This design comes from an exercise in tuning for a short achievable clock period and few clock cycles on the open sky130 flow, not from production work. Only simulation tests tie the RTL to the original design; equivalence was not proved. Power is estimated from default activity; no workload was simulated.

==> flow/flow/upsize.tcl <==
chtype -set sky130_fd_sc_hd__a2111o_2 t:sky130_fd_sc_hd__a2111o_1
chtype -set sky130_fd_sc_hd__a2111oi_2 t:sky130_fd_sc_hd__a2111oi_0
chtype -set sky130_fd_sc_hd__a2111oi_2 t:sky130_fd_sc_hd__a2111oi_1
chtype -set sky130_fd_sc_hd__a211o_2 t:sky130_fd_sc_hd__a211o_1
chtype -set sky130_fd_sc_hd__a211oi_2 t:sky130_fd_sc_hd__a211oi_1
chtype -set sky130_fd_sc_hd__a21bo_2 t:sky130_fd_sc_hd__a21bo_1
chtype -set sky130_fd_sc_hd__a21boi_2 t:sky130_fd_sc_hd__a21boi_0
chtype -set sky130_fd_sc_hd__a21boi_2 t:sky130_fd_sc_hd__a21boi_1
chtype -set sky130_fd_sc_hd__a21o_2 t:sky130_fd_sc_hd__a21o_1
chtype -set sky130_fd_sc_hd__a21oi_2 t:sky130_fd_sc_hd__a21oi_1
chtype -set sky130_fd_sc_hd__a221o_2 t:sky130_fd_sc_hd__a221o_1
chtype -set sky130_fd_sc_hd__a221oi_2 t:sky130_fd_sc_hd__a221oi_1
chtype -set sky130_fd_sc_hd__a22o_2 t:sky130_fd_sc_hd__a22o_1
chtype -set sky130_fd_sc_hd__a22oi_2 t:sky130_fd_sc_hd__a22oi_1
chtype -set sky130_fd_sc_hd__a2bb2o_2 t:sky130_fd_sc_hd__a2bb2o_1
chtype -set sky130_fd_sc_hd__a2bb2oi_2 t:sky130_fd_sc_hd__a2bb2oi_1
chtype -set sky130_fd_sc_hd__a311o_2 t:sky130_fd_sc_hd__a311o_1
chtype -set sky130_fd_sc_hd__a311oi_2 t:sky130_fd_sc_hd__a311oi_1
chtype -set sky130_fd_sc_hd__a31o_2 t:sky130_fd_sc_hd__a31o_1
chtype -set sky130_fd_sc_hd__a31oi_2 t:sky130_fd_sc_hd__a31oi_1
chtype -set sky130_fd_sc_hd__a32o_2 t:sky130_fd_sc_hd__a32o_1
chtype -set sky130_fd_sc_hd__a32oi_2 t:sky130_fd_sc_hd__a32oi_1
chtype -set sky130_fd_sc_hd__a41o_2 t:sky130_fd_sc_hd__a41o_1
chtype -set sky130_fd_sc_hd__a41oi_2 t:sky130_fd_sc_hd__a41oi_1
chtype -set sky130_fd_sc_hd__and2_2 t:sky130_fd_sc_hd__and2_0
chtype -set sky130_fd_sc_hd__and2_2 t:sky130_fd_sc_hd__and2_1
chtype -set sky130_fd_sc_hd__and2b_2 t:sky130_fd_sc_hd__and2b_1
chtype -set sky130_fd_sc_hd__and3_2 t:sky130_fd_sc_hd__and3_1
chtype -set sky130_fd_sc_hd__and3b_2 t:sky130_fd_sc_hd__and3b_1
chtype -set sky130_fd_sc_hd__and4_2 t:sky130_fd_sc_hd__and4_1
chtype -set sky130_fd_sc_hd__and4b_2 t:sky130_fd_sc_hd__and4b_1
chtype -set sky130_fd_sc_hd__and4bb_2 t:sky130_fd_sc_hd__and4bb_1
chtype -set sky130_fd_sc_hd__fa_2 t:sky130_fd_sc_hd__fa_1
chtype -set sky130_fd_sc_hd__ha_2 t:sky130_fd_sc_hd__ha_1
chtype -set sky130_fd_sc_hd__maj3_2 t:sky130_fd_sc_hd__maj3_1
chtype -set sky130_fd_sc_hd__mux2_2 t:sky130_fd_sc_hd__mux2_1
chtype -set sky130_fd_sc_hd__mux4_2 t:sky130_fd_sc_hd__mux4_1
chtype -set sky130_fd_sc_hd__nand2_2 t:sky130_fd_sc_hd__nand2_1
chtype -set sky130_fd_sc_hd__nand2b_2 t:sky130_fd_sc_hd__nand2b_1
chtype -set sky130_fd_sc_hd__nand3_2 t:sky130_fd_sc_hd__nand3_1
chtype -set sky130_fd_sc_hd__nand3b_2 t:sky130_fd_sc_hd__nand3b_1
chtype -set sky130_fd_sc_hd__nand4_2 t:sky130_fd_sc_hd__nand4_1
chtype -set sky130_fd_sc_hd__nand4b_2 t:sky130_fd_sc_hd__nand4b_1
chtype -set sky130_fd_sc_hd__nand4bb_2 t:sky130_fd_sc_hd__nand4bb_1
chtype -set sky130_fd_sc_hd__nor2_2 t:sky130_fd_sc_hd__nor2_1
chtype -set sky130_fd_sc_hd__nor2b_2 t:sky130_fd_sc_hd__nor2b_1
chtype -set sky130_fd_sc_hd__nor3_2 t:sky130_fd_sc_hd__nor3_1
chtype -set sky130_fd_sc_hd__nor3b_2 t:sky130_fd_sc_hd__nor3b_1
chtype -set sky130_fd_sc_hd__nor4_2 t:sky130_fd_sc_hd__nor4_1
chtype -set sky130_fd_sc_hd__nor4b_2 t:sky130_fd_sc_hd__nor4b_1
chtype -set sky130_fd_sc_hd__nor4bb_2 t:sky130_fd_sc_hd__nor4bb_1
chtype -set sky130_fd_sc_hd__o2111a_2 t:sky130_fd_sc_hd__o2111a_1
chtype -set sky130_fd_sc_hd__o2111ai_2 t:sky130_fd_sc_hd__o2111ai_1
chtype -set sky130_fd_sc_hd__o211a_2 t:sky130_fd_sc_hd__o211a_1
chtype -set sky130_fd_sc_hd__o211ai_2 t:sky130_fd_sc_hd__o211ai_1
chtype -set sky130_fd_sc_hd__o21a_2 t:sky130_fd_sc_hd__o21a_1
chtype -set sky130_fd_sc_hd__o21ai_2 t:sky130_fd_sc_hd__o21ai_0
chtype -set sky130_fd_sc_hd__o21ai_2 t:sky130_fd_sc_hd__o21ai_1
chtype -set sky130_fd_sc_hd__o21ba_2 t:sky130_fd_sc_hd__o21ba_1
chtype -set sky130_fd_sc_hd__o21bai_2 t:sky130_fd_sc_hd__o21bai_1
chtype -set sky130_fd_sc_hd__o221a_2 t:sky130_fd_sc_hd__o221a_1
chtype -set sky130_fd_sc_hd__o221ai_2 t:sky130_fd_sc_hd__o221ai_1
chtype -set sky130_fd_sc_hd__o22a_2 t:sky130_fd_sc_hd__o22a_1
chtype -set sky130_fd_sc_hd__o22ai_2 t:sky130_fd_sc_hd__o22ai_1
chtype -set sky130_fd_sc_hd__o2bb2a_2 t:sky130_fd_sc_hd__o2bb2a_1
chtype -set sky130_fd_sc_hd__o2bb2ai_2 t:sky130_fd_sc_hd__o2bb2ai_1
chtype -set sky130_fd_sc_hd__o311a_2 t:sky130_fd_sc_hd__o311a_1
chtype -set sky130_fd_sc_hd__o311ai_2 t:sky130_fd_sc_hd__o311ai_0
chtype -set sky130_fd_sc_hd__o311ai_2 t:sky130_fd_sc_hd__o311ai_1
chtype -set sky130_fd_sc_hd__o31a_2 t:sky130_fd_sc_hd__o31a_1
chtype -set sky130_fd_sc_hd__o31ai_2 t:sky130_fd_sc_hd__o31ai_1
chtype -set sky130_fd_sc_hd__o32a_2 t:sky130_fd_sc_hd__o32a_1
chtype -set sky130_fd_sc_hd__o32ai_2 t:sky130_fd_sc_hd__o32ai_1
chtype -set sky130_fd_sc_hd__o41a_2 t:sky130_fd_sc_hd__o41a_1
chtype -set sky130_fd_sc_hd__o41ai_2 t:sky130_fd_sc_hd__o41ai_1
chtype -set sky130_fd_sc_hd__or2_2 t:sky130_fd_sc_hd__or2_0
chtype -set sky130_fd_sc_hd__or2_2 t:sky130_fd_sc_hd__or2_1
chtype -set sky130_fd_sc_hd__or2b_2 t:sky130_fd_sc_hd__or2b_1
chtype -set sky130_fd_sc_hd__or3_2 t:sky130_fd_sc_hd__or3_1
chtype -set sky130_fd_sc_hd__or3b_2 t:sky130_fd_sc_hd__or3b_1
chtype -set sky130_fd_sc_hd__or4_2 t:sky130_fd_sc_hd__or4_1
chtype -set sky130_fd_sc_hd__or4b_2 t:sky130_fd_sc_hd__or4b_1
chtype -set sky130_fd_sc_hd__or4bb_2 t:sky130_fd_sc_hd__or4bb_1
chtype -set sky130_fd_sc_hd__sedfxbp_2 t:sky130_fd_sc_hd__sedfxbp_1
chtype -set sky130_fd_sc_hd__sedfxtp_2 t:sky130_fd_sc_hd__sedfxtp_1
chtype -set sky130_fd_sc_hd__xnor2_2 t:sky130_fd_sc_hd__xnor2_1
chtype -set sky130_fd_sc_hd__xnor3_2 t:sky130_fd_sc_hd__xnor3_1
chtype -set sky130_fd_sc_hd__xor2_2 t:sky130_fd_sc_hd__xor2_1
chtype -set sky130_fd_sc_hd__xor3_2 t:sky130_fd_sc_hd__xor3_1
==> flow/flow/run.sh <==
#!/bin/bash
# Layout flow: the standard flow (standard.sh) with two changes in
# synthesis, both after the register mapping, which stays the standard flow's own:
#  - ABC maps the logic with flow/abc_map.script (delay-oriented standard-cell
#    mapping) in place of ORFS's abc_speed.script;
#  - flow/upsize.tcl sets the combinational cells of drive strength 0 and 1
#    to drive strength 2 (same function and pins), so that the weakest cells
#    do not drive the longer wires.
# Every later step of the layout is the standard flow's own. Each tool's output goes to
# the ORFS logs under orfs/logs; make's own output goes to own_flow.log.
set -euo pipefail
W=$(pwd)
F=$W/flow
tail -n 1 "$W/synth_recipe.tcl" | grep -q '^write_verilog'
{
  echo 'proc abc {args} {'
  echo '  set i [lsearch $args -script]'
  echo "  if {\$i >= 0} { lset args [expr {\$i+1}] {$F/abc_map.script} }"
  echo '  yosys abc {*}$args'
  echo '}'
  head -n -1 "$W/synth_recipe.tcl"
  echo "source {$F/upsize.tcl}"
  tail -n 1 "$W/synth_recipe.tcl"
} > "$W/own_synth.tcl"
sed "s#SYNTH_SCRIPT=[^ ]*#SYNTH_SCRIPT=$W/own_synth.tcl#" "$W/standard.sh" > "$W/own_standard.sh"
grep -q "SYNTH_SCRIPT=$W/own_synth.tcl" "$W/own_standard.sh"
bash "$W/own_standard.sh" > "$W/own_flow.log" 2>&1
==> flow/standard.sh <==
#!/bin/bash
# synth_recipe.tcl (not shown) runs the flow's synth.tcl, then flattens the netlist and writes it again
# the make line also repeats each setting of config.mk as NAME=value (left out here)
make -C /OpenROAD-flow-scripts/flow DESIGN_CONFIG=/design/flow/config.mk WORK_HOME=/design/flow/orfs CLKGATE_MAP_FILE= SYNTH_SCRIPT=/design/flow/synth_recipe.tcl "${@:-finish}"
==> flow/constraint.sdc <==
create_clock -name core_clock -period 6.7 [get_ports {clk}]
set_input_delay 1.3400 -clock core_clock [delete_from_list [all_inputs] [get_ports {clk}]]
set_output_delay 1.3400 -clock core_clock [all_outputs]
set_load 0.01 [all_outputs]
==> flow/design.v <==
module alu_module (
    input  [9:0]  alu_sel,      
    input         alu_arith,    
    input  [31:0] alu_input_a,  
    input  [31:0] alu_input_b,
    input  [31:0] alu_other_a,  
    input  [31:0] alu_other_b,
    input  [31:0] alu_link,     
    input         alu_lt,       
    input         alu_ltu,      
    input         alu_gate_a,   
    input         alu_gate_b,   
    output [31:0] alu_output_result,
    output [31:0] alu_result_a,
    output [31:0] alu_result_b
);
    wire [31:0] sum = alu_input_a + alu_input_b;
    wire [31:0] dif = alu_input_a - alu_input_b;
    wire [31:0] sll = alu_other_a << alu_other_b[4:0];
    wire [31:0] srl = $signed({alu_arith & alu_other_a[31], alu_other_a}) >>> alu_other_b[4:0];
    wire [9:0] sel_a = alu_sel & {10{alu_gate_a}};
    wire [9:0] sel_b = alu_sel & {10{alu_gate_b}};
    assign alu_result_a =
          ({32{sel_a[0]}} & sum)
        | ({32{sel_a[1]}} & sll)
        | ({32{sel_a[2]}} & srl)
        | ({32{sel_a[3]}} & (alu_other_a ^ alu_other_b))
        | ({32{sel_a[4]}} & (alu_other_a | alu_other_b))
        | ({32{sel_a[5]}} & (alu_other_a & alu_other_b))
        | {31'b0, sel_a[6] & alu_lt}
        | {31'b0, sel_a[7] & alu_ltu}
        | ({32{sel_a[8]}} & alu_link)
        | ({32{sel_a[9]}} & dif);
    assign alu_result_b =
          ({32{sel_b[0]}} & sum)
        | ({32{sel_b[1]}} & sll)
        | ({32{sel_b[2]}} & srl)
        | ({32{sel_b[3]}} & (alu_other_a ^ alu_other_b))
        | ({32{sel_b[4]}} & (alu_other_a | alu_other_b))
        | ({32{sel_b[5]}} & (alu_other_a & alu_other_b))
        | {31'b0, sel_b[6] & alu_lt}
        | {31'b0, sel_b[7] & alu_ltu}
        | ({32{sel_b[8]}} & alu_link)
        | ({32{sel_b[9]}} & dif);
    assign alu_output_result =
          ({32{alu_sel[0]}} & sum)
        | ({32{alu_sel[1]}} & sll)
        | ({32{alu_sel[2]}} & srl)
        | ({32{alu_sel[3]}} & (alu_other_a ^ alu_other_b))
        | ({32{alu_sel[4]}} & (alu_other_a | alu_other_b))
        | ({32{alu_sel[5]}} & (alu_other_a & alu_other_b))
        | {31'b0, alu_sel[6] & alu_lt}
        | {31'b0, alu_sel[7] & alu_ltu}
        | ({32{alu_sel[8]}} & alu_link)
        | ({32{alu_sel[9]}} & dif);
endmodule
module compare_unit (
    input  [31:0] a,
    input  [31:0] b,
    output        eq,
    output        lt,
    output        ltu
);
    wire [31:0] e0 = {1'b1, ~(a[30:0] ^ b[30:0])};
    wire [31:0] l0 = {1'b0, ~a[30:0] & b[30:0]};
    wire [15:0] e1, l1;
    wire [7:0]  e2, l2;
    wire [3:0]  e3, l3;
    wire [1:0]  e4, l4;
    genvar i;
    generate
        for (i = 0; i < 16; i = i + 1) begin : t1
            assign e1[i] = e0[2*i+1] & e0[2*i];
            assign l1[i] = l0[2*i+1] | (e0[2*i+1] & l0[2*i]);
        end
        for (i = 0; i < 8; i = i + 1) begin : t2
            assign e2[i] = e1[2*i+1] & e1[2*i];
            assign l2[i] = l1[2*i+1] | (e1[2*i+1] & l1[2*i]);
        end
        for (i = 0; i < 4; i = i + 1) begin : t3
            assign e3[i] = e2[2*i+1] & e2[2*i];
            assign l3[i] = l2[2*i+1] | (e2[2*i+1] & l2[2*i]);
        end
        for (i = 0; i < 2; i = i + 1) begin : t4
            assign e4[i] = e3[2*i+1] & e3[2*i];
            assign l4[i] = l3[2*i+1] | (e3[2*i+1] & l3[2*i]);
        end
    endgenerate
    wire e_lo = e4[1] & e4[0];                        
    wire l_lo = l4[1] | (e4[1] & l4[0]);             
    wire e_hi = ~(a[31] ^ b[31]);
    assign eq  = e_hi & e_lo;
    assign ltu = (~a[31] & b[31]) | (e_hi & l_lo);
    assign lt  = (a[31] & ~b[31]) | (e_hi & l_lo);
endmodule
module register_file (
    input clk,
    input wire [4:0] read_reg1,
    input wire [4:0] read_reg2,
    input wire [4:0] write_reg,
    input wire write_enable,
    input wire [31:0] write_data,
    output reg [31:0] read_data1,
    output reg [31:0] read_data2
);
    reg [31:0] registers [1:31];
    genvar g;
    generate
        for (g = 1; g < 32; g = g + 1) begin : gr
            always @(posedge clk)
                if (write_enable && write_reg == g)
                    registers[g] <= write_data;
        end
    endgenerate
    integer i;
    always @(*) begin
        read_data1 = 32'b0;
        read_data2 = 32'b0;
        for (i = 1; i < 32; i = i + 1) begin
            read_data1 = read_data1 | ({32{read_reg1 == i}} & registers[i]);
            read_data2 = read_data2 | ({32{read_reg2 == i}} & registers[i]);
        end
    end
endmodule
module cpu (
    input         clk,
    input         reset_n,
    input         mmu_mem_ready,
    input [31:0]  mmu_data_out,
    output        mmu_write_enable,
    output        mmu_read_enable,
    output        mmu_mem_signed_read,
    output [ 1:0] mmu_mem_data_width,
    output [31:0] mmu_address,
    output [31:0] mmu_data_in,
    output wire [31:0] uart_data,
    output        rf_write_enable,
    output [ 4:0] rf_write_reg,
    output [31:0] rf_write_data
);
    assign mmu_write_enable = 1'b0;
    assign mmu_read_enable = 1'b1;
    assign mmu_mem_signed_read = 1'b0;
    assign mmu_mem_data_width = 2'b11;
    assign mmu_data_in = 32'b0;
    localparam NB = 16;         
    reg  [7:0] f_idx;           
    reg        f_first;         
    reg  [7:0] o_addr;          
    reg        d_valid;
    reg  [7:0] d_idx;
    reg        d_hit;           
    reg  [1:0] d_ctr;
    reg        e_valid;
    reg        j_mis;           
    reg  [7:0] j_tgt;           
    reg  [7:0] e_idx;
    reg  [21:0] e_hi;           
    reg  [21:0] e_hi_inc;       
    reg         hq_v;           
    reg  [21:0] hq_jalr, hq_tgt, hq_seq;
    reg         hq_jr, hq_tk;
    reg  [31:0] e_a, e_b, e_imm;
    reg  [31:0] e_an, e_bn;     
    reg  [4:0] e_rd;
    reg        e_writes;
    reg        e_const;         
    reg  [9:0] e_cimm;          
    reg  [9:0] e_sel;
    reg        e_arith;
    reg        e_is_br, e_is_jal, e_is_jalr, e_ret;
    reg        e_c_eq, e_c_lt, e_c_ltu, e_inv;    
    reg        e_x1, e_x0;      
    reg  [7:0] e_tgt, e_r1, e_r0, e_pn, e_seq;
    reg        e_c10;           
    reg        e_cseq;          
    reg        e_hit;
    reg  [1:0] e_ctr;
    reg        w_we_n;
    reg  [4:0] w_rd_n;
    reg [31:0] w_res_n;
    reg        o_we;
    reg  [4:0] o_rd;
    reg [31:0] o_res;
    reg [31:0] uart_q;
    reg  [7:0] ras;             
    reg        u_v;             
    reg  [7:0] u_idx, u_tgt;
    reg        u_ret, u_br, u_hit, u_tk, u_back;
    reg  [1:0] u_ctr;
    reg  [NB-1:0] btb_v;
    reg  [7:0] btb_tag [0:NB-1];
    reg  [NB-1:0] btb_ret;
    reg  [1:0] btb_ctr [0:NB-1];
    reg  [3:0] btb_iter [0:NB-1];   
    reg  [3:0] btb_trip [0:NB-1];   
    reg  [7:0] btb_nxt [0:NB-1];    
    reg  [3:0] btb_ptr;             
    wire       w_we = ~w_we_n;
    wire [4:0] w_rd = ~w_rd_n;
    wire [31:0] w_res = ~w_res_n;
    assign mmu_address = {22'b0, o_addr, 2'b00};
    assign rf_write_enable = o_we;
    assign rf_write_reg = o_rd;
    assign rf_write_data = o_res;
    assign uart_data = uart_q;
    wire [NB-1:0] f_m;
    wire [NB-1:0] d_m;          
    reg  [NB-1:0] e_m;          
    reg  [NB-1:0] u_en;         
    reg        u_alloc;         
    reg  [7:0] f_nxt;
    reg  [1:0] f_ctr;
    genvar gi;
    generate
        for (gi = 0; gi < NB; gi = gi + 1) begin : bm
            assign f_m[gi] = btb_v[gi] && btb_tag[gi] == f_idx;
            assign d_m[gi] = btb_v[gi] && btb_tag[gi] == d_idx;
        end
    endgenerate
    integer k;
    always @(*) begin
        f_nxt = 8'd0;
        f_ctr = 2'd0;
        for (k = 0; k < NB; k = k + 1) begin
            f_nxt = f_nxt | ({8{f_m[k]}} & btb_nxt[k]);
            f_ctr = f_ctr | ({2{f_m[k]}} & btb_ctr[k]);
        end
    end
    wire f_hit = |f_m;
    wire f_ret = |(f_m & btb_ret);
    wire [7:0] f_pred = !f_hit ? f_idx + 8'd1 : f_ret ? ras : f_nxt;
    wire [31:0] ir = mmu_data_out;
    wire [6:0] opc = ir[6:0];
    wire [2:0] f3 = ir[14:12];
    wire d_is_op   = opc == 7'b0110011;
    wire d_is_opi  = opc == 7'b0010011;
    wire d_is_br   = opc == 7'b1100011;
    wire d_is_jal  = opc == 7'b1101111;
    wire d_is_jalr = opc == 7'b1100111;
    wire [4:0] d_rd  = ir[11:7];
    wire [4:0] d_rs1 = ir[19:15];
    wire [4:0] d_rs2 = ir[24:20];
    wire d_alu = d_is_op | d_is_opi;
    wire d_writes = (d_alu | d_is_jal | d_is_jalr) && d_rd != 5'd0;
    wire [31:0] imm_i = {{20{ir[31]}}, ir[31:20]};
    wire [31:0] imm_b = {{20{ir[31]}}, ir[7], ir[30:25], ir[11:8], 1'b0};
    wire [31:0] imm_j = {{12{ir[31]}}, ir[19:12], ir[20], ir[30:21], 1'b0};
    wire [31:0] res, res_a, res_b;
    wire ev = e_valid & !j_mis;     
    wire e_wr = ev & e_writes;
    wire [31:0] rf1, rf2;
    register_file regfile (
        .clk(clk),
        .read_reg1(d_rs1),
        .read_reg2(d_rs2),
        .write_reg(w_rd),
        .write_enable(w_we),
        .write_data(w_res),
        .read_data1(rf1),
        .read_data2(rf2)
    );
    wire byp1 = e_wr && e_rd == d_rs1;
    wire byp2 = e_wr && e_rd == d_rs2 && !d_is_opi;
    wire byp1_w = w_we && w_rd == d_rs1;
    wire byp2_w = w_we && w_rd == d_rs2;
    wire [31:0] rf1w = byp1_w ? w_res : rf1;
    wire [31:0] rf2w = byp2_w ? w_res : rf2;
    wire [31:0] d_a = res_a | ({32{!byp1}} & rf1w);
    wire [31:0] d_b = res_b | ({32{!byp2 && !d_is_opi}} & rf2w) | ({32{d_is_opi}} & imm_i);
    wire [7:0] d_seq = d_idx + 8'd1;
    wire [7:0] delta = f_idx - d_idx;
    wire [8:0] d_tgt_b = {1'b0, d_idx} + {1'b0, imm_b[9:2]};
    wire [8:0] d_tgt_j = {1'b0, d_idx} + {1'b0, imm_j[9:2]};
    wire [7:0] d_tgt = d_is_jal ? d_tgt_j[7:0] : d_tgt_b[7:0];
    wire [7:0] d_off = d_is_jal ? imm_j[9:2] : imm_b[9:2];
    wire d_ret = d_is_jalr && d_rs1 == 5'd1;
    wire d_redir_t = !d_hit && (d_is_jal || (d_is_br && ir[31]));
    wire [9:0] d_csum = e_cimm + imm_i[9:0];
    wire d_cj = !d_hit && d_is_jalr && !d_ret && ev && e_const && e_rd == d_rs1;
    wire [7:0] d_rtgt = d_ret ? ras : d_csum[9:2];
    wire d_redir_r = !d_hit && d_ret || d_cj;
    wire d_redir = d_valid && (d_redir_t || d_redir_r);
    wire d_tgt_ok = d_redir_t || (!d_redir_r && delta == d_off);
    wire d_seq_ok = d_redir_t ? (d_off == 8'd1) : d_redir_r ? (d_rtgt == d_seq) : (delta == 8'd1);
    wire [7:0] d_pn = d_redir_r ? d_rtgt : f_idx;    
    wire d_inv = f3[0];         
    wire [21:0] d_imm_hi = d_is_jal ? imm_j[31:10] : imm_b[31:10];
    wire d_c10 = d_is_jal ? d_tgt_j[8] : d_tgt_b[8];
    wire d_hi_t = !((d_imm_hi == 22'd0 && !d_c10) || (d_imm_hi == 22'h3fffff && d_c10));
    wire d_hi_s = d_idx == 8'hff;
    wire d_bad_t = !d_tgt_ok || d_hi_t;     
    wire d_bad_s = !d_seq_ok || d_hi_s;     
    wire [9:0] d_sel;
    assign d_sel[0] = (d_is_op && f3 == 3'b000 && !ir[30]) || (d_is_opi && f3 == 3'b000);
    assign d_sel[1] = d_alu && f3 == 3'b001;
    assign d_sel[2] = d_alu && f3 == 3'b101;
    assign d_sel[3] = d_alu && f3 == 3'b100;
    assign d_sel[4] = d_alu && f3 == 3'b110;
    assign d_sel[5] = d_alu && f3 == 3'b111;
    assign d_sel[6] = d_alu && f3 == 3'b010;
    assign d_sel[7] = d_alu && f3 == 3'b011;
    assign d_sel[8] = d_is_jal || d_is_jalr;
    assign d_sel[9] = d_is_op && f3 == 3'b000 && ir[30];
    wire eq, lt, ltu;
    compare_unit cmp (.a(e_a), .b(e_b), .eq(eq), .lt(lt), .ltu(ltu));
    wire [21:0] hi_seq = e_cseq ? e_hi_inc : e_hi;
    wire [21:0] hi_tgt = e_hi + e_imm[31:10] + {21'b0, e_c10};
    wire [31:0] link = {hi_seq, e_seq, 2'b00};
    alu_module alu (
        .alu_sel(e_sel),
        .alu_arith(e_arith),
        .alu_input_a(e_a),
        .alu_input_b(e_b),
        .alu_other_a(~e_an),
        .alu_other_b(~e_bn),
        .alu_link(link),
        .alu_lt(lt),
        .alu_ltu(ltu),
        .alu_gate_a(byp1),
        .alu_gate_b(byp2),
        .alu_output_result(res),
        .alu_result_a(res_a),
        .alu_result_b(res_b)
    );
    wire cond = (e_c_eq & eq) | (e_c_lt & lt) | (e_c_ltu & ltu);
    wire taken = (e_is_br & (cond ^ e_inv)) | e_is_jal;
    wire [31:0] jalr_t = e_a + e_imm;
    wire [7:0] jalr_idx = jalr_t[9:2];
    wire [9:0] ja = e_a[9:0], jb = e_imm[9:0];
    wire [9:0] jk = {e_pn, 2'b00};
    wire jc2 = (ja[1] & jb[1]) | ((ja[1] ^ jb[1]) & ja[0] & jb[0]);
    wire [9:3] jc = (ja[8:2] & jb[8:2]) | ((ja[8:2] ^ jb[8:2]) & ~jk[8:2]);
    wire jalr_ok_lo = ((ja[9:2] ^ jb[9:2] ^ jk[9:2]) == {jc, jc2});
    wire [31:10] ha_ = e_a[31:10], hb_ = e_imm[31:10], hk_ = e_hi;
    wire [31:11] hc = (ha_[30:10] & hb_[30:10]) | ((ha_[30:10] ^ hb_[30:10]) & ~hk_[30:10]);
    wire hi_rest = ((ha_[31:11] ^ hb_[31:11] ^ hk_[31:11]) == hc);
    wire [10:0] lo_sum = {1'b0, ja} + {1'b0, jb};
    wire hi_b10 = ha_[10] ^ hb_[10] ^ hk_[10];
    wire jalr_ok = jalr_ok_lo && hi_rest && (hi_b10 == lo_sum[10]);
    wire jm = ev && e_is_jalr && !jalr_ok;
    wire e_mis = ev && (cond ? e_x1 : e_x0);
    wire d_ok = d_valid && !e_mis && !j_mis;
    wire e_ctl = ev && (e_is_br || e_is_jal || e_is_jalr);    
    wire [1:0] ctr_inc = (u_ctr == 2'd3) ? 2'd3 : u_ctr + 2'd1;
    wire [1:0] ctr_dec = (u_ctr == 2'd0) ? 2'd0 : u_ctr - 2'd1;
    wire [1:0] ctr_new = !u_br ? 2'd3 : !u_hit ? (u_tk ? 2'd3 : 2'd1) : (u_tk ? ctr_inc : ctr_dec);
    reg  [3:0] d_iter_cur, d_trip_cur;      
    reg  [3:0] e_iter_cur, e_trip_cur;
    always @(*) begin
        d_iter_cur = 4'd0;
        d_trip_cur = 4'd0;
        for (k = 0; k < NB; k = k + 1) begin
            d_iter_cur = d_iter_cur | ({4{d_m[k]}} & btb_iter[k]);
            d_trip_cur = d_trip_cur | ({4{d_m[k]}} & btb_trip[k]);
        end
    end
    wire e_alloc = e_m == {NB{1'b0}};
    wire [3:0] e_iter_inc = (e_iter_cur == 4'hf) ? 4'hf : e_iter_cur + 4'd1;
    wire [3:0] e_iter_t = e_alloc ? 4'd1 : e_iter_inc;
    wire [3:0] e_trip_t = e_alloc ? 4'd0 : e_trip_cur;
    wire [3:0] e_trip_n = e_alloc ? 4'd1 : (e_iter_cur == 4'hf) ? 4'd0 : e_iter_inc;
    wire e_lv_t = e_imm[31] && e_trip_t != 4'd0;            
    wire e_lv_n = e_imm[31] && e_trip_n != 4'd0;
    wire e_lt_t = ({1'b0, e_iter_t} + 5'd1) < {1'b0, e_trip_t};    
    wire e_lt_n = 4'd1 < e_trip_n;
    reg  [3:0] u_iter_t, u_trip_t, u_trip_n;
    reg        u_lv_t, u_lv_n, u_lt_t, u_lt_n;
    reg  [7:0] u_seq;
    wire [3:0] iter_new = u_tk ? u_iter_t : 4'd0;
    wire [3:0] trip_new = u_tk ? u_trip_t : u_trip_n;
    wire lv = u_tk ? u_lv_t : u_lv_n;
    wire lt_ = u_tk ? u_lt_t : u_lt_n;
    wire pred_tk = !u_br || (lv ? lt_ : ctr_new[1]);
    wire [7:0] nxt_new = pred_tk ? u_tgt : u_seq;
    wire [7:0] f_other = (d_valid && d_redir_t) ? d_tgt : (d_valid && d_redir_r) ? d_rtgt : f_pred;
    wire mis1 = ev && e_x1, mis0 = ev && e_x0;
    wire m1 = mis1 || f_first || j_mis;
    wire m0 = mis0 || f_first || j_mis;
    wire [7:0] r1 = j_mis ? j_tgt : f_first ? 8'd1 : e_r1;
    wire [7:0] r0 = j_mis ? j_tgt : f_first ? 8'd1 : e_r0;
    wire [7:0] f1 = m1 ? r1 : f_other;
    wire [7:0] f0 = m0 ? r0 : f_other;
    wire [7:0] f_next = cond ? f1 : f0;
    wire dv1 = !mis1 && !d_redir && !j_mis, dv0 = !mis0 && !d_redir && !j_mis;
    wire d_valid_next = cond ? dv1 : dv0;
    wire e_valid_next = cond ? (!mis1 && !j_mis && d_valid) : (!mis0 && !j_mis && d_valid);
    always @(posedge clk, negedge reset_n) begin
        if (!reset_n) begin
            f_first <= 1'b1;
            o_addr <= 8'd0;
            d_valid <= 1'b0;
            e_valid <= 1'b0;
            j_mis <= 1'b0;
            o_we <= 1'b0;
            w_we_n <= 1'b1;
            e_hi <= 22'd0;
            e_hi_inc <= 22'd1;
            hq_v <= 1'b0;
            ras <= 8'd0;
            u_v <= 1'b0;
            btb_v <= {NB{1'b0}};
            btb_ptr <= 4'd0;
            u_en <= {NB{1'b0}};
        end else begin
            f_first <= 1'b0;
            o_addr <= f_next;
            d_valid <= d_valid_next;
            e_valid <= e_valid_next;
            j_mis <= jm;
            o_we <= e_wr;
            w_we_n <= ~e_wr;
            hq_v <= e_mis || jm;
            if (hq_v) begin
                e_hi <= hq_jr ? hq_jalr : hq_tk ? hq_tgt : hq_seq;
                e_hi_inc <= (hq_jr ? hq_jalr : hq_tk ? hq_tgt : hq_seq) + 22'd1;
            end
            if (d_valid && (d_is_jal || d_is_jalr) && d_rd == 5'd1)
                ras <= d_seq;
            u_v <= e_ctl;
            if (e_ctl && e_m == {NB{1'b0}})
                btb_ptr <= btb_ptr + 4'd1;
            for (k = 0; k < NB; k = k + 1)
                if (u_en[k])
                    btb_v[k] <= 1'b1;
            u_en <= {NB{e_ctl}} & ((e_m == {NB{1'b0}}) ? ({{(NB-1){1'b0}}, 1'b1} << btb_ptr) : e_m);
        end
    end
    always @(posedge clk) begin
        f_idx <= f_next;
        d_idx <= f_first ? 8'd0 : f_idx;
        d_hit <= f_hit;
        d_ctr <= f_ctr;
        e_idx <= d_idx;
        e_a <= d_a;
        e_b <= d_b;
        e_an <= ~d_a;
        e_bn <= ~d_b;
        e_imm <= d_is_jal ? imm_j : d_is_br ? imm_b : imm_i;
        e_rd <= d_rd;
        e_writes <= d_writes;
        e_const <= d_is_opi && f3 == 3'b000 && d_rs1 == 5'd0;
        e_cimm <= imm_i[9:0];
        e_sel <= d_sel;
        e_arith <= ir[30];
        e_is_br <= d_is_br;
        e_is_jal <= d_is_jal;
        e_is_jalr <= d_is_jalr;
        e_ret <= d_ret;
        e_c_eq <= d_is_br && f3[2:1] == 2'b00;
        e_c_lt <= d_is_br && f3[2:1] == 2'b10;
        e_c_ltu <= d_is_br && f3[2:1] == 2'b11;
        e_inv <= d_inv;
        if (d_is_br) begin
            e_x1 <= d_inv ? d_bad_s : d_bad_t;
            e_x0 <= d_inv ? d_bad_t : d_bad_s;
            e_r1 <= d_inv ? d_seq : d_tgt;
            e_r0 <= d_inv ? d_tgt : d_seq;
        end else begin
            e_x1 <= d_is_jal ? d_bad_t : !d_is_jalr && d_bad_s;
            e_x0 <= d_is_jal ? d_bad_t : !d_is_jalr && d_bad_s;
            e_r1 <= d_is_jal ? d_tgt : d_seq;
            e_r0 <= d_is_jal ? d_tgt : d_seq;
        end
        e_tgt <= d_tgt;
        e_c10 <= d_c10;
        hq_jalr <= jalr_t[31:10];
        hq_tgt <= hi_tgt;
        hq_seq <= hi_seq;
        hq_jr <= e_is_jalr;
        hq_tk <= taken;
        e_seq <= d_seq;
        e_cseq <= d_idx == 8'hff;
        e_pn <= d_pn;
        e_hit <= d_hit;
        e_ctr <= d_ctr;
        w_rd_n <= ~e_rd;
        w_res_n <= ~res;
        o_rd <= e_rd;
        o_res <= res;
        if (o_we && o_rd == 5'd5)
            uart_q <= o_res;
        u_idx <= e_idx;
        u_alloc <= e_m == {NB{1'b0}};
        e_m <= d_m;
        e_iter_cur <= d_iter_cur;
        e_trip_cur <= d_trip_cur;
        u_iter_t <= e_iter_t;
        u_trip_t <= e_trip_t;
        u_trip_n <= e_trip_n;
        u_lv_t <= e_lv_t;
        u_lv_n <= e_lv_n;
        u_lt_t <= e_lt_t;
        u_lt_n <= e_lt_n;
        u_seq <= e_seq;
        u_ret <= e_ret;
        u_ctr <= e_ctr;
        u_hit <= e_hit;
        u_br <= e_is_br;
        u_tk <= taken;
        u_back <= e_imm[31];
        u_tgt <= e_is_jalr ? jalr_idx : e_tgt;
        j_tgt <= jalr_idx;
        for (k = 0; k < NB; k = k + 1) begin
            if (u_en[k]) begin
                btb_tag[k] <= u_idx;
                btb_ret[k] <= u_ret;
                btb_ctr[k] <= ctr_new;
                btb_nxt[k] <= nxt_new;
                btb_iter[k] <= iter_new;
                btb_trip[k] <= trip_new;
            end
        end
    end
endmodule
==> flow/flow/abc_map.script <==
strash
dch -f
map -B 0.9
topo
==> flow/config.mk <==
export PLATFORM = sky130hd
export DESIGN_NAME = cpu
export DESIGN_NICKNAME = cpu
export VERILOG_FILES = /design/flow/design.v
export SDC_FILE = /design/flow/constraint.sdc
export NUM_CORES = 8
export LEC_CHECK = 0
export ABC_CLOCK_PERIOD_IN_PS = 2400
export CAP_MARGIN = 20
export CORE_MARGIN = 2
export CORE_UTILIZATION = 40
export PLACE_DENSITY = 0.5
export SETUP_SLACK_MARGIN = 4.3
export SLEW_MARGIN = 20
==> impl_metrics.yaml, run 1 <==
cells_and_area:
  area_delta_synth_final_pct: 36.6
  post-route-util: 0.549
  finalNetCount: 12578
  fin_area_um2: 166000
  drive_gt1_frac: 0.746
power:
  seqPwrFrac: 0.343
  clkPwrFrac: 0.302
  power.leakage_uw: 0.0611
  pwr-share-comb: 0.355
  internal-power_uw: 28100
  peakVddDrop_mv: 0.246
  powerDensity_nw_per_um2: 266
  switching_power_uw: 16100
  switching_share: 0.364
synth:
  synth_area_um2: 122000
  synth.avg_cell_area_um2: 11.9
  synth-warning-count: 8
  netlist_instances: 10246
sta:
  tightest_slew_ps: 1190
  max_freq_ghz: 0.332
  tns_ps: 0
  slew_headroom: 0.207
  drv_slew: 0
  min_period_over_period: 0.450
  fin_skew_ps: 132
  finalSetupViolCount: 0
  period_needed_ps: 3020
  hold_viol_final: 0
  grt_setup_unrepaired: "true"
die:
  rows: 202
  die_y_um: 556
  design.die.area_um2: 309000
  io-pin-count: 174
  initial_core_util: 0.402
  die_w_um: 556
  coreArea_um2: 303000
setup_path:
  startpoint_type: "input port"
  r2r_cells: 17
  worstPathArrival_ps: 3740
  critPathMaxFanout: 6
  regToRegSetupSlack_ps: 3880
  end_kind: "flip-flop"
  r2r_end: "e_b[18]$_DFF_P_"
  worst_r2r_startpoint: "e_a[0]$_DFF_P_"
  required_ps: 7420
  worstSetupPathType: "in -> reg"
cts:
  cts_tree: "yes"
  clock_latency_ps: 1000
  cts_made_buffers: 238
  cts_sinks: 2031
  root_buffer: "clkbuf_16"
  htree_levels: 4
  clk_pin_slew_ps: 60
  cts.path.max_buffers: 4
placement:
  gp_congestion: 0.946
  placed_area_um2: 132000
  hpwl_um: 356000
  io_buffers: 111
global_routing:
  grt_pass1_wl_um: 766000
  antenna_found_initial: 20
  grt_pass1_vias: 91754
  grt_max_degree: 66
  grtUsageTotal: 0.360
  gr-total-overflow: 0
hold_path:
  min_path_cells: 0
  hold_end: "u_hit$_DFF_P_"
  min-delay-start: "e_hit$_DFF_P_"
  hp-class: "reg -> reg"
route:
  drt-vias-per-instance: 5.65
  final_antenna_net_count: 0
  routedWlPerCell_um: 34.6
  first_iter_violations: 9180
  dr.pass1.iters: 6
  drc: 0
  postRouteWirelength_um: 569000
  vias: 92848
run_status:
  outcome: "complete, no violations"
job:
  drv_cap: 0
## metrics by stage
stage                     total power, uW  cells  setup WS [ps]  hold slack [ps]
after floorplan                     23400  10306           1880              310
after global placement              27000  14630            934              310
after CTS                           43500  16117           3710              291
after global routing                45600  16442           3720              300
final                               44200  16444           3680              311
after detailed placement            27100  14635            936              312
## power by group through the flow
| stage | Combinational [uW] | Clock (uW) | Sequential [uW] |
|---|---|---|---|
| global route | 16500 | 14000 | 15200 |
| CTS | 14900 | 13500 | 15100 |
| floorplan | 8070 | 0 | 15300 |
| finish | 15700 | 13400 | 15200 |
| detailed placement | 11700 | 0 | 15400 |
| global placement | 11600 | 0 | 15400 |
## how the worst max path moves through the flow
stage / cells past startpoint / slack, ps / start / endpoint
after floorplan: 12 / 1880 / mmu_data_out[1] / e_bn[25]$_DFF_P_
after global placement: 12 / 930 / mmu_data_out[22] / e_b[27]$_DFF_P_
after detailed placement: 12 / 940 / mmu_data_out[22] / e_b[27]$_DFF_P_
after CTS: 1 / 3710 / o_we$_DFF_PN0_ / rf_write_enable
after global routing: 1 / 3720 / o_we$_DFF_PN0_ / rf_write_enable
final: 13 / 3680 / mmu_data_out[20] / e_b[12]$_DFF_P_
## what timing repair did
action | 4_1_cts | 5_1_grt
setup buffers | 973 | 314
setup endpoints to repair | 1112 | 511
hold buffers | 0 | 0
gates cloned | 64 | 9
gates resized for setup | 2499 | 532
pin swaps | 612 | 519
## layout make-up
| cell class | count | area (um2) |
|---|---|---|
| fill | 25601 | 137000 |
| multi-input combinational | 6771 | 69500 |
| sequential | 2031 | 56100 |
| timing repair buffer | 1740 | 19900 |
| inverter | 1453 | 7580 |
| clock buffer | 338 | 6810 |
| tap | 3978 | 4980 |
| clock inverter | 107 | 1070 |
| timing repair inverter | 23 | 419 |
| antenna | 3 | 7.51 |
## critical path, cell delays in order
cell and delay, ps:
buf_6 70, buf_12 150, nor2_4 120, nand3_4 140, clkinv_4 110, buf_16 150
buf_4 130, nand2_2 70, o2111ai_4 130, a211oi_4 530, nand4_4 210, o21ai_4 380
nand4_4 140
## state kept, by name, summed over array words and instances (netlist names), 32 cells and up
signal             cells
uart_q                32
e_an                  32
e_a                   32
o_res                 32
btb_trip              64
regfile.registers    992
btb_nxt              128
w_res_n               32
btb_ctr               32
btb_tag              128
e_b                   32
e_bn                  32
btb_iter              64
## cells in the final DEF, fill, tap and decap left out, types with 118 or more instances in the layout
cell type	instances
clkinv_2	164
buf_6	305
o21ai_2	611
ha_2	185
clkinv_1	1118
nand2_4	218
nor2_2	480
clkbuf_16	249
a221oi_2	128
buf_4	936
dfxtp_1	339
edfxtp_1	1456
buf_12	301
nor2_4	203
xor2_2	138
o22ai_2	244
a21oi_2	334
nand3_4	118
nand4_2	126
nand2_2	2181
nand3_2	397
## routing by layer
| metal | wire length, um | vias up | global-route usage | share of wire |
|---|---|---|---|---|
| li1 | - | 39895 | - | - |
| met1 | 228000 | 47408 | 0.468 | 0.40 |
| met2 | 251000 | 4207 | 0.556 | 0.44 |
| met3 | 44400 | 1328 | 0.0627 | 0.078 |
| met4 | 45500 | 10 | 0.226 | 0.080 |
| met5 | 78 | - | 0 | 0.00014 |
Testbench counts, summed over its fixed seeds: cycles 33,670.
==> inputs of run 2 (changes only) <==
--- a/flow/config.mk
+++ b/flow/config.mk
@@ -9,6 +9,6 @@
 export CAP_MARGIN = 20
 export CORE_MARGIN = 2
 export CORE_UTILIZATION = 40
-export PLACE_DENSITY = 0.5
+export PLACE_DENSITY = 0.45
 export SETUP_SLACK_MARGIN = 4.3
 export SLEW_MARGIN = 20
==> run 2 against run 1 <==
Net effect:
- via count is 1.1% lower
- non-clock buffer count is 38 lower
- flip-flop and latch count is the same
- critical endpoint is now e_bn[28]$_DFF_P_
==> impl_metrics.yaml, run 2 <==
setup_path:
  r2r_cells: 23
  required_ps: 7520
  end_kind: "flip-flop"
  startpoint_type: "input port"
  worst_r2r_startpoint: "f_idx[0]$_DFF_P_"
  worstSetupPathType: "in -> reg"
  critPathMaxFanout: 4
  worstPathArrival_ps: 4040
  regToRegSetupSlack_ps: 3910
  r2r_end: "o_addr[0]$_DFF_PN0_"
job:
  drv_cap: 0
placement:
  hpwl_um: 370000
  gp_congestion: 0.950
  io_buffers: 111
global_routing:
  grt_pass1_vias: 89912
  grt_max_degree: 66
  grt_pass1_wl_um: 771000
  gr-total-overflow: 0
  antenna_found_initial: 11
  grtUsageTotal: 0.365
die:
  io-pin-count: 174
  coreArea_um2: 303000
  die_y_um: 556
  initial_core_util: 0.402
  design.die.area_um2: 309000
  rows: 202
  die_w_um: 556
sta:
  slew_headroom: 0.190
  tightest_slew_ps: 1210
  period_needed_ps: 3210
  min_period_over_period: 0.480
  whs_ps: 326
  drv_slew: 0
  hold_viol_final: 0
  grt_setup_unrepaired: "true"
  tns_ps: 0
  finalSetupViolCount: 0
  max_freq_ghz: 0.311
  fin_skew_ps: 101
power:
  peakVddDrop_mv: 0.242
  powerDensity_nw_per_um2: 270
  power.leakage_uw: 0.0608
cts:
  cts_sinks: 2031
  cts.path.max_buffers: 4
  cts_made_buffers: 243
  clk_pin_slew_ps: 60
  clock_latency_ps: 960
  htree_levels: 4
  hold_buffers: 0
  cts_tree: "yes"
  root_buffer: "clkbuf_16"
run_status:
  outcome: "complete, no violations"
route:
  postRouteWirelength_um: 581000
  drt-vias-per-instance: 5.59
  dr.pass1.iters: 5
  first_iter_violations: 8693
  drc: 0
  vias: 91795
  final_antenna_net_count: 0
  routedWlPerCell_um: 35.4
cells_and_area:
  top_regs: "regfile.registers (992), btb_nxt (128), btb_tag (128)"
  finalNetCount: 12543
  largest_register_ffs: 992
  largest_register: "regfile.registers"
  layout_common_cells: "2211 x nand2_2, 1456 x edfxtp_1, 1157 x clkinv_1"
  final_common_cell: "nand2_2"
  area_delta_synth_final_pct: 36.2
  drive_gt1_frac: 0.745
hold_path:
  hp-class: "reg -> reg"
  hold_end: "u_idx[5]$_DFF_P_"
  min_path_cells: 0
  min-delay-start: "e_idx[5]$_DFF_P_"
synth:
  synth.avg_cell_area_um2: 11.9
  synth-warning-count: 8
  netlist_instances: 10246
  synth_area_um2: 122000
-- run 2: repair_timing --
item                                     CTS  global route
endpoints found under the setup margin  1115           597
buffers inserted                         803           435
resized for setup                       2262           669
pin swaps                                497           558
gates cloned                              53            11
hold endpoints to repair                   0             0
-- run 2: worst max path at each step --
| stage | slack, ps | startpoint | to |
|---|---|---|---|
| CTS | 3660 | mmu_data_out[22] | e_bn[28]$_DFF_P_ |
| floorplan | 1880 | mmu_data_out[1] | e_bn[25]$_DFF_P_ |
| detailed placement | 850 | mmu_data_out[22] | e_b[27]$_DFF_P_ |
| finish | 3490 | mmu_data_out[20] | e_bn[28]$_DFF_P_ |
| global route | 3640 | mmu_data_out[20] | e_bn[28]$_DFF_P_ |
| global placement | 860 | mmu_data_out[22] | e_b[27]$_DFF_P_ |
-- run 2: per-layer routing --
layer,vias to the layer above,global-route usage,share of wire
li1,39893,-,-
met1,46948,0.471,0.40
met2,3718,0.577,0.45
met3,1234,0.0516,0.064
met4,2,0.227,0.080
met5,-,0,0.000022
-- run 2: area by class of cell --
type,count,area [um2]
timing repair buffer,1702,19200
clock inverter,140,1560
inverter,1453,7280
tap,3978,4980
clock buffer,314,6780
multi-input combinational,6774,69700
sequential,2031,56100
antenna,9,22.5
fill,25781,137000
timing repair inverter,18,334
-- run 2: where the power goes --
part | switching (uW) | total (uW) | internal (uW) | leakage (uW)
combinational | 9490 | 15600 | 6100 | 0.0380
clock | 5790 | 14100 | 8280 | 0.00409
sequential | 949 | 15200 | 14300 | 0.0188
total | 16200 | 44900 | 28700 | 0.0608
-- run 2: stage by stage --
step | util | total power (uW) | worst slack [ps] | cell area (um2) | cells
finish | 0.548 | 44900 | 3490 | 166000 | 16419
global route | 0.548 | 46300 | 3640 | 166000 | 16412
CTS | 0.522 | 44100 | 3660 | 158000 | 15961
detailed placement | 0.436 | 27200 | 849 | 132000 | 14651
global placement | 0.436 | 27100 | 857 | 132000 | 14649
floorplan | - | 23400 | 1880 | 124000 | 10306
-- run 2: worst max-delay path: stages --
cell	delay, ps
buf_4	140
buf_12	140
nand2_8	110
nor2_4	60
nand2_4	100
clkinv_8	70
buf_12	140
nand2_4	70
o2111ai_4	100
nor4_4	1040
nand4_4	280
nand2_4	240
nand2_2	70
a21oi_2	90
==> inputs of run 3 (changes only) <==
--- a/flow/config.mk
+++ b/flow/config.mk
@@ -8,7 +8,7 @@
 export ABC_CLOCK_PERIOD_IN_PS = 2400
 export CAP_MARGIN = 20
 export CORE_MARGIN = 2
-export CORE_UTILIZATION = 40
-export PLACE_DENSITY = 0.45
+export CORE_UTILIZATION = 45
+export PLACE_DENSITY = 0.55
 export SETUP_SLACK_MARGIN = 4.3
 export SLEW_MARGIN = 20
==> run 3 against run 2 <==
Net effect:
- routed wire length fell by 6.2%
- maximum frequency up 1.9%
- sequential power about the same
- synthesized cell count stayed put
- global-route usage increased by 2.3 points
- via count up 0.78%
- combinational power about the same
- clock skew shrank 14 ps
- final cell count fell by 3.2%
- non-clock buffer count decreased by 92
- power decreased by 2.2%
- core utilization up 5.7 points
==> impl_metrics.yaml, run 3 <==
sta:
  fin_skew_ps: 86.8
  tns_ps: 0
  hold_viol_final: 0
  max_freq_ghz: 0.317
  slew_headroom: 0.149
  period_needed_ps: 3150
  grt_setup_unrepaired: "true"
  worst_slack_ps: 3550
  tightest_slew_ps: 1280
  drv_slew: 0
  finalSetupViolCount: 0
  min_period_over_period: 0.471
synth:
  synth-warning-count: 8
  synth.avg_cell_area_um2: 11.9
  netlist_instances: 10246
  synth_area_um2: 122000
die:
  initial_core_util: 0.451
  coreArea_um2: 270000
  design.die.area_um2: 275000
  rows: 191
  die_y_um: 524
  die_w_um: 524
  io-pin-count: 174
setup_path:
  end_kind: "flip-flop"
  critPathMaxFanout: 6
  worstSetupEndpoint: "e_b[16]$_DFF_P_"
  worstSetupPathType: "in -> reg"
  startpoint: "mmu_data_out[22]"
  startpoint_type: "input port"
  regToRegSetupSlack_ps: 3920
  r2r_end: "e_a[6]$_DFF_P_"
  required_ps: 7480
  worstPathArrival_ps: 3940
  worst_r2r_startpoint: "w_we_n$_DFF_PN1_"
  r2r_cells: 13
route:
  vias: 92509
  first_iter_violations: 9662
  drc: 0
  postRouteWirelength_um: 544000
  routedWlPerCell_um: 34.3
  dr.pass1.iters: 6
  drt-vias-per-instance: 5.82
  final_antenna_net_count: 0
cts:
  cts_sinks: 2031
  cts_made_buffers: 234
  htree_levels: 4
  root_buffer: "clkbuf_16"
  clk_pin_slew_ps: 60
  cts_tree: "yes"
  clock_latency_ps: 970
  cts.path.max_buffers: 4
run_status:
  outcome: "complete, no violations"
cells_and_area:
  area_delta_synth_final_pct: 34.0
  largest_register_ffs: 992
  layout_common_cells: "2217 x nand2_2, 1456 x edfxtp_1, 1137 x clkinv_1"
  nFillCells: 21445
  finalNetCount: 12436
  fin_area_um2: 163000
  post-route-util: 0.605
  drive_gt1_frac: 0.743
  top_regs: "regfile.registers (992), btb_nxt (128), btb_tag (128)"
  final_common_cell: "nand2_2"
  largest_register: "regfile.registers"
placement:
  hpwl_um: 341000
  gp_congestion: 0.966
  io_buffers: 111
  placed_area_um2: 131000
  pre_cts_slack_ps: 445
power:
  powerDensity_nw_per_um2: 269
  total_power_uw: 43900
  peakVddDrop_mv: 0.222
  power.leakage_uw: 0.0599
global_routing:
  grt_pass1_vias: 89977
  antenna_found_initial: 18
  gr-total-overflow: 0
  grt_max_degree: 66
  grt_pass1_wl_um: 734000
  grtUsageTotal: 0.387
hold_path:
  hp-class: "reg -> reg"
job:
  drv_cap: 0
run 3: cell types whose count changed in the layout (fill, tap and decap cells not counted), sizes merged, moves of 2 or more:
cell | previous run | this run
mux2 | 20 | 14
bufinv | 31 | 28
clkinv | 1465 | 1445
clkbuf | 321 | 306
inv | 94 | 109
clkinvlp | 21 | 24
buf | 1675 | 1586
clkdlybuf4s15 | 1 | 3
run 3: how the worst min path moves through the flow:
stage	slack, ps	depth (start not counted)	startpoint	end
6_report	320	0	e_idx[1]$_DFF_P_	u_idx[1]$_DFF_P_
5_1_grt	340	0	e_ctr[0]$_DFF_P_	u_ctr[0]$_DFF_P_
4_1_cts	330	0	e_idx[2]$_DFF_P_	u_idx[2]$_DFF_P_
3_5_place_dp	310	0	e_idx[2]$_DFF_P_	u_idx[2]$_DFF_P_
3_3_place_gp	310	0	e_idx[0]$_DFF_P_	u_idx[0]$_DFF_P_
2_1_floorplan	310	0	d_ctr[0]$_DFF_P_	e_ctr[0]$_DFF_P_
run 3: final cells by class:
cell class	count	area [um2]	area share
well taps	3570	4470	0.0274
repair inverters	18	313	0.00192
diodes	8	20.0	0.000123
clock buffers	300	6430	0.0394
inverters	1453	7300	0.0447
multi-input cells	6768	69000	0.422
flip-flops and latches	2031	56100	0.344
clock inverters	135	1430	0.00875
repair buffers	1610	18300	0.112
run 3: timing repair:
item | in CTS | in global routing
resized for setup | 2282 | 580
cloned | 49 | 7
hold buffers | 0 | 0
pin swaps | 512 | 557
buffers inserted | 851 | 337
setup endpoints to repair | 1009 | 579
run 3: routing by layer:
layer	global-route usage	vias to the layer above	part of all wire
li1	-	39632	-
met1	0.496	46989	0.39
met2	0.592	4484	0.44
met3	0.0835	1400	0.083
met4	0.252	4	0.081
met5	0	-	0.000042
run 3: critical path: stages:
cell      delay, ps
buf_16          140
buf_12          160
nand2_8         110
nor2_4           60
nand2_2         100
inv_4            50
buf_12          140
nand2_4          60
o221ai_4        100
nor3_2          230
buf_4           210
nand4_4         320
o21ai_4         470
o211ai_2        190
nor2_2          140
nand2_2          50
run 3: per-stage QoR:
stage          cells  hold WS [ps]
6_report       15893           324
5_1_grt        15888           338
4_1_cts        15537           327
3_5_place_dp   14202           312
3_3_place_gp   14197           310
2_1_floorplan  10306           310
run 3: power by group:
| part | switching [uW] | total (uW) | leakage, uW | internal (uW) |
|---|---|---|---|---|
| Combinational | 9370 | 15400 | 0.0373 | 6030 |
| Sequential | 794 | 15100 | 0.0188 | 14300 |
| Clock | 5630 | 13400 | 0.00386 | 7800 |
==> inputs of run 4 (changes only) <==
--- a/flow/config.mk
+++ b/flow/config.mk
@@ -8,7 +8,7 @@
 export ABC_CLOCK_PERIOD_IN_PS = 2400
 export CAP_MARGIN = 20
 export CORE_MARGIN = 2
-export CORE_UTILIZATION = 45
-export PLACE_DENSITY = 0.55
-export SETUP_SLACK_MARGIN = 4.3
+export CORE_UTILIZATION = 40
+export PLACE_DENSITY = 0.5
+export SETUP_SLACK_MARGIN = 3.9
 export SLEW_MARGIN = 20
==> run 4 against run 3 <==
Net effect:
- maximum frequency up 1.7%
- critical path depth is the same
- flip-flop and latch count did not move
- largest cell class unchanged
- largest power group is now registers
==> impl_metrics.yaml, run 4 <==
cts:
  clk_pin_slew_ps: 60
  clock_latency_ps: 970
  cts_sinks: 2031
  cts_made_buffers: 239
  root_buffer: "clkbuf_16"
  cts_tree: "yes"
  htree_levels: 4
  cts.path.max_buffers: 4
synth:
  synth.avg_cell_area_um2: 11.9
  netlist_instances: 10246
  synth_area_um2: 122000
  synth-warning-count: 8
route:
  drt-vias-per-instance: 5.63
  postRouteWirelength_um: 536000
  first_iter_violations: 8388
  final_antenna_net_count: 0
  vias: 88900
  routedWlPerCell_um: 34.0
  drc: 0
  dr.pass1.iters: 6
hold_path:
  hp-class: "reg -> reg"
  min_path_cells: 0
setup_path:
  worst_path_largest_cell_delay_ps: 440
  r2r_cells: 23
  startpoint: "mmu_data_out[21]"
  r2r_end: "o_addr[6]$_DFF_PN0_"
  crit_slowest_cell: "o21ai_4"
  regToRegSetupSlack_ps: 3850
  startpoint_type: "input port"
  critPathMaxFanout: 5
  end_kind: "flip-flop"
  worstSetupPathType: "in -> reg"
  crit_buf_inv: 5
  cp.depth: 16
  cp_cell_sequence: "buf_6 -> buf_12 -> clkinv_8 -> nand2_8 -> nor2_4 -> nand2_4 -> clkinv_4 -> buf_12 -> nand2_4 -> o211ai_4 -> nor3_4 -> nand4_4 -> o21ai_4 -> o211ai_2 -> nor2_2 -> nand2_2"
  cp_top_family: "simple AND/OR/NAND/NOR gates"
  required_ps: 7440
  worst_r2r_startpoint: "f_idx[1]$_DFF_P_"
  worstPathArrival_ps: 3840
  worstSetupEndpoint: "e_b[16]$_DFF_P_"
sta:
  finalSetupViolCount: 0
  tightest_slew_ps: 1180
  min_period_over_period: 0.463
  fin_skew_ps: 129
  period_needed_ps: 3100
  drv_slew: 0
  slew_headroom: 0.205
  max_freq_ghz: 0.323
  tns_ps: 0
  grt_setup_unrepaired: "true"
  hold_viol_final: 0
power:
  powerDensity_nw_per_um2: 275
  peakVddDrop_mv: 0.259
  total_power_uw: 42000
  power.leakage_uw: 0.0548
global_routing:
  grt_pass1_wl_um: 717000
  gr-total-overflow: 0
  grt_pass1_vias: 86749
  antenna_found_initial: 13
  grtUsageTotal: 0.335
  grt_max_degree: 66
die:
  initial_core_util: 0.402
  die_y_um: 556
  rows: 202
  design.die.area_um2: 309000
  io-pin-count: 174
  coreArea_um2: 303000
  die_w_um: 556
cells_and_area:
  drive_gt1_frac: 0.719
  largest_register: "regfile.registers"
  final_common_cell: "nand2_2"
  finalNetCount: 11916
  largest_register_ffs: 992
  layout_common_cells: "2324 x nand2_2, 1456 x edfxtp_1, 1246 x clkinv_1"
  area_delta_synth_final_pct: 25.4
  top_regs: "regfile.registers (992), btb_nxt (128), btb_tag (128)"
placement:
  hpwl_um: 351000
  gp_congestion: 0.945
  io_buffers: 111
job:
  drv_cap: 0
run_status:
  outcome: "complete, no violations"
-- run 4: worst min path at each step --
stage / from / endpoint / slack [ps]
after floorplan: d_ctr[0]$_DFF_P_ / e_ctr[0]$_DFF_P_ / 310
after global placement: e_idx[4]$_DFF_P_ / u_idx[4]$_DFF_P_ / 310
after detailed placement: e_idx[3]$_DFF_P_ / u_idx[3]$_DFF_P_ / 310
after CTS: reset_n / u_en[10]$_DFF_PN0_ / 310
after global routing: e_idx[3]$_DFF_P_ / u_idx[3]$_DFF_P_ / 330
final: e_idx[4]$_DFF_P_ / u_idx[4]$_DFF_P_ / 320
-- run 4: power breakdown --
| part | switching [uW] | internal (uW) | leakage (uW) |
|---|---|---|---|
| Combinational | 8750 | 4980 | 0.0323 |
| Clock | 5680 | 7490 | 0.00381 |
| Sequential | 790 | 14300 | 0.0188 |
-- run 4: cell type report --
type                       count  area [um2]
inverter                    1453        6830
tap                         3978        4980
timing repair inverter        10         154
timing repair buffer        1093       11600
fill                       26833      150000
multi-input combinational   6768       65400
sequential                  2031       56000
clock inverter               119        1080
antenna                        8        20.0
clock buffer                 329        6670
-- run 4: worst reg2reg max path, stage by stage, from the launching register on --
cell and delay [ps]:
dfxtp_4 370, buf_12 110, buf_4 110, buf_12 210, nand2_2 90, nand2_2 60, nor2_2 30, nand2_2 50
nor2_2 40, buf_4 180, nand2_4 180, clkinv_2 180, nand2_2 90, nand2_2 40, clkinv_1 40, nand2_2 50
nor2_2 180, nand2_2 170, nand2_2 120, nand4_2 80, nand2_2 130, nand3_2 80, nand2_2 70, nand2_2 60
-- run 4: repair_timing --
action	4_1_cts	5_1_grt
gates cloned	22	17
endpoints found under the setup margin	403	235
buffers inserted	373	305
hold buffers	0	0
pin swaps	202	245
gates resized for setup	1313	502
-- run 4: metrics by stage --
step           worst slack, ps  cell area, um2  instances  hold WS, ps   util
2_1_floorplan             1880          123000      10306          310      -
3_3_place_gp              1070          131000      14608          310  0.433
3_5_place_dp              1030          131000      14614          312  0.434
4_1_cts                   3710          147000      15457          305  0.487
5_1_grt                   3720          153000      15785          329  0.504
6_report                  3600          153000      15789          325  0.504
-- run 4: per-layer routing --
layer / GRT usage / vias up / share of wire
li1: - / 38583 / -
met1: 0.451 / 45498 / 0.42
met2: 0.517 / 3717 / 0.44
met3: 0.0466 / 1098 / 0.070
met4: 0.192 / 4 / 0.070
met5: 0 / - / 0.000041
==> inputs of run 5 (changes only) <==
--- a/flow/design.v
+++ b/flow/design.v
@@ -478,8 +478,8 @@
         w_res_n <= ~res;
         o_rd <= e_rd;
         o_res <= res;
-        if (o_we && o_rd == 5'd5)
-            uart_q <= o_res;
+        if (w_we && w_rd == 5'd5)
+            uart_q <= w_res;
         u_idx <= e_idx;
         u_alloc <= e_m == {NB{1'b0}};
         e_m <= d_m;
--- a/flow/config.mk
+++ b/flow/config.mk
@@ -10,5 +10,5 @@
 export CORE_MARGIN = 2
 export CORE_UTILIZATION = 40
 export PLACE_DENSITY = 0.5
-export SETUP_SLACK_MARGIN = 3.9
+export SETUP_SLACK_MARGIN = 4.3
 export SLEW_MARGIN = 20
==> run 5 against run 4 <==
Net effect:
- sequential share of layout area is 3.1 points lower
- die area is 1.1% lower
- sequential power hardly changed
- still clean
- synthesized area is 1.1% lower
- combinational power is 15% higher
- final cell count is 2.7% higher
- critical path depth is 15 lower
- clock skew is 34 ps lower
- clock-buffer cell count is 20 lower
- flip-flop and latch count is 32 lower
- critical path type is now reg -> out
==> impl_metrics.yaml, run 5 <==
route:
  dr.pass1.iters: 7
  drt-vias-per-instance: 5.67
  drc: 0
  first_iter_violations: 9282
  final_antenna_net_count: 0
  routedWlPerCell_um: 35.2
  vias: 91967
  postRouteWirelength_um: 570000
cts:
  cts_made_buffers: 237
  cts_sinks: 1999
  cts_tree: "yes"
  clock_latency_ps: 980
  clk_pin_slew_ps: 60
  htree_levels: 4
  cts.path.max_buffers: 4
  hold_buffers: 0
  root_buffer: "clkbuf_16"
setup_path:
  cp_cell_sequence: "buf_2"
  critPathMaxFanout: 3
  startpoint_type: "flip-flop"
  crit_buf_inv: 1
  regToRegSetupSlack_ps: 3820
  worstPathArrival_ps: 1760
  crit_slowest_cell: "edfxtp_1"
  cp_top_family: "flip-flops"
  worstSetupPathType: "reg -> out"
  required_ps: 5360
  worst_path_largest_cell_delay_ps: 560
  cp.depth: 1
  worst_r2r_startpoint: "e_b[0]$_DFF_P_"
  r2r_cells: 17
  end_kind: "output port"
  r2r_end: "e_a[14]$_DFF_P_"
die:
  coreArea_um2: 300000
  design.die.area_um2: 306000
  rows: 201
  die_w_um: 553
  die_y_um: 553
  io-pin-count: 174
  initial_core_util: 0.402
sta:
  fin_skew_ps: 94.8
  tns_ps: 0
  drv_slew: 0
  slew_headroom: 0.199
  finalSetupViolCount: 0
  min_period_over_period: 0.463
  max_freq_ghz: 0.323
  worst_slack_ps: 3600
  whs_ps: 312
  tightest_slew_ps: 1200
  grt_setup_unrepaired: "true"
  hold_viol_final: 0
  period_needed_ps: 3100
power:
  powerDensity_nw_per_um2: 270
  peakVddDrop_mv: 0.239
  power.leakage_uw: 0.0602
job:
  drv_cap: 0
global_routing:
  grt_pass1_vias: 89936
  grtUsageTotal: 0.363
  antenna_found_initial: 17
  gr-total-overflow: 0
  grt_max_degree: 59
  grt_pass1_wl_um: 764000
cells_and_area:
  area_delta_synth_final_pct: 36.1
  final_common_cell: "nand2_2"
  drive_gt1_frac: 0.746
  layout_common_cells: "2156 x nand2_2, 1424 x edfxtp_1, 1112 x clkinv_1"
  fin_cells: 16219
  largest_register_ffs: 992
  finalNetCount: 12368
  largest_register: "regfile.registers"
  top_regs: "regfile.registers (992), btb_nxt (128), btb_tag (128)"
  post-route-util: 0.547
hold_path:
  hp-class: "reg -> reg"
  min_path_cells: 0
  hold_end: "u_idx[1]$_DFF_P_"
  min-delay-start: "e_idx[1]$_DFF_P_"
run_status:
  outcome: "complete, no violations"
placement:
  placedCellCount: 14432
  pre_cts_slack_ps: 1060
  hpwl_um: 358000
  io_buffers: 111
  gp_congestion: 0.966
synth:
  synth_area_um2: 120000
  synth-warning-count: 8
  netlist_instances: 10109
  synth.avg_cell_area_um2: 11.9
-- run 5: metrics by stage --
stage	instance area, um2	total power, uW
4_1_cts	158000	43200
3_5_place_dp	131000	26900
2_1_floorplan	123000	23100
5_1_grt	164000	45600
6_report	164000	44200
3_3_place_gp	131000	26800
-- run 5: area by class of cell --
class                   count  area [um2]
diodes                     10        25.0
clock buffers             309        6620
clock inverters           133        1370
fillers                 25243      136000
inverters                1409        7670
multi-input cells        6712       69300
flip-flops and latches   1999       55100
well taps                3958        4950
repair buffers           1654       18300
repair inverters           35         688
-- run 5: how the worst max path moves through the flow --
stage | start | end | slack, ps
after global placement | mmu_data_out[16] | e_x1$_DFF_P_ | 1030
after global routing | regfile.registers[5][30]$_DFFE_PP_ | uart_data[30] | 3660
after floorplan | mmu_data_out[1] | o_addr[1]$_DFF_PN0_ | 2790
after CTS | regfile.registers[5][20]$_DFFE_PP_ | uart_data[20] | 3630
after detailed placement | mmu_data_out[16] | e_x1$_DFF_P_ | 1060
final | regfile.registers[5][30]$_DFFE_PP_ | uart_data[30] | 3600
-- run 5: power by group --
group	leakage, uW	switching [uW]	internal, uW
clock network	0.00389	5720	7810
registers	0.0185	813	14100
logic	0.0378	9590	6240
-- run 5: worst reg2reg max path: cells and delay by family, from the launching register on --
family / cells / cell delay (ps)
flip-flops: 1 / 410
adder cells (fa/ha/maj): 2 / 510
AND/OR/NAND/NOR: 4 / 570
buffers and inverters: 6 / 540
AO/OA/AOI/OAI: 5 / 670
-- run 5: timing repair --
| item | CTS | global route |
|---|---|---|
| pin swaps | 629 | 553 |
| gates cloned | 63 | 7 |
| endpoints found under the setup margin | 733 | 707 |
| setup buffers | 906 | 356 |
| hold endpoints to repair | 0 | 0 |
| resized for setup | 2184 | 562 |
-- run 5: metal layers --
layer,track usage,share of wire,vias to the layer above
li1,-,-,39330
met1,0.467,0.40,47102
met2,0.556,0.44,4186
met3,0.0654,0.072,1347
met4,0.245,0.087,2
met5,0,0.000019,-
Testbench counts of run 5, summed over its fixed seeds: cycles 33,670.

separate check: timing with driven ports:
Ports are ideal in the flow. The routed layouts listed here were re-timed in OpenROAD.
Step 1 (the two cells are an assumption about what drives the block):
set clk [get_ports {clk}]
set_driving_cell -lib_cell sky130_fd_sc_hd__clkbuf_16 $clk
set_driving_cell -lib_cell sky130_fd_sc_hd__buf_2 [delete_from_list [all_inputs] $clk]
Step 2 times the ports against the registers' clock, not the clock port: input delays grow and output delays shrink by t, the midpoint of the rising clock arrivals with the driver on.
Three values: no drivers, after step 1, after step 2; two values: the first two.
| run | t (ns) | setup slack, ns | worst setup path after step 2 |
|---|---|---|---|
| run 1 | 1.042 | 3.684 / 3.654 / 2.692 | input to register |
| run 2 | 1.019 | 3.486 / 3.446 / 2.427 | input to register |
| run 3 | 1.032 | 3.546 / 3.578 / 2.546 | input to register |
| run 4 | 1.016 | 3.600 / 3.542 / 2.526 | input to register |
| run 5 | 1.051 | 3.601 / 3.486 / 2.545 | input to register |
After both steps setup and hold are still met in every run listed. The setup slack of run 4, which loses most, moves by -0.058 ns with the drivers and by -1.074 ns with both steps.
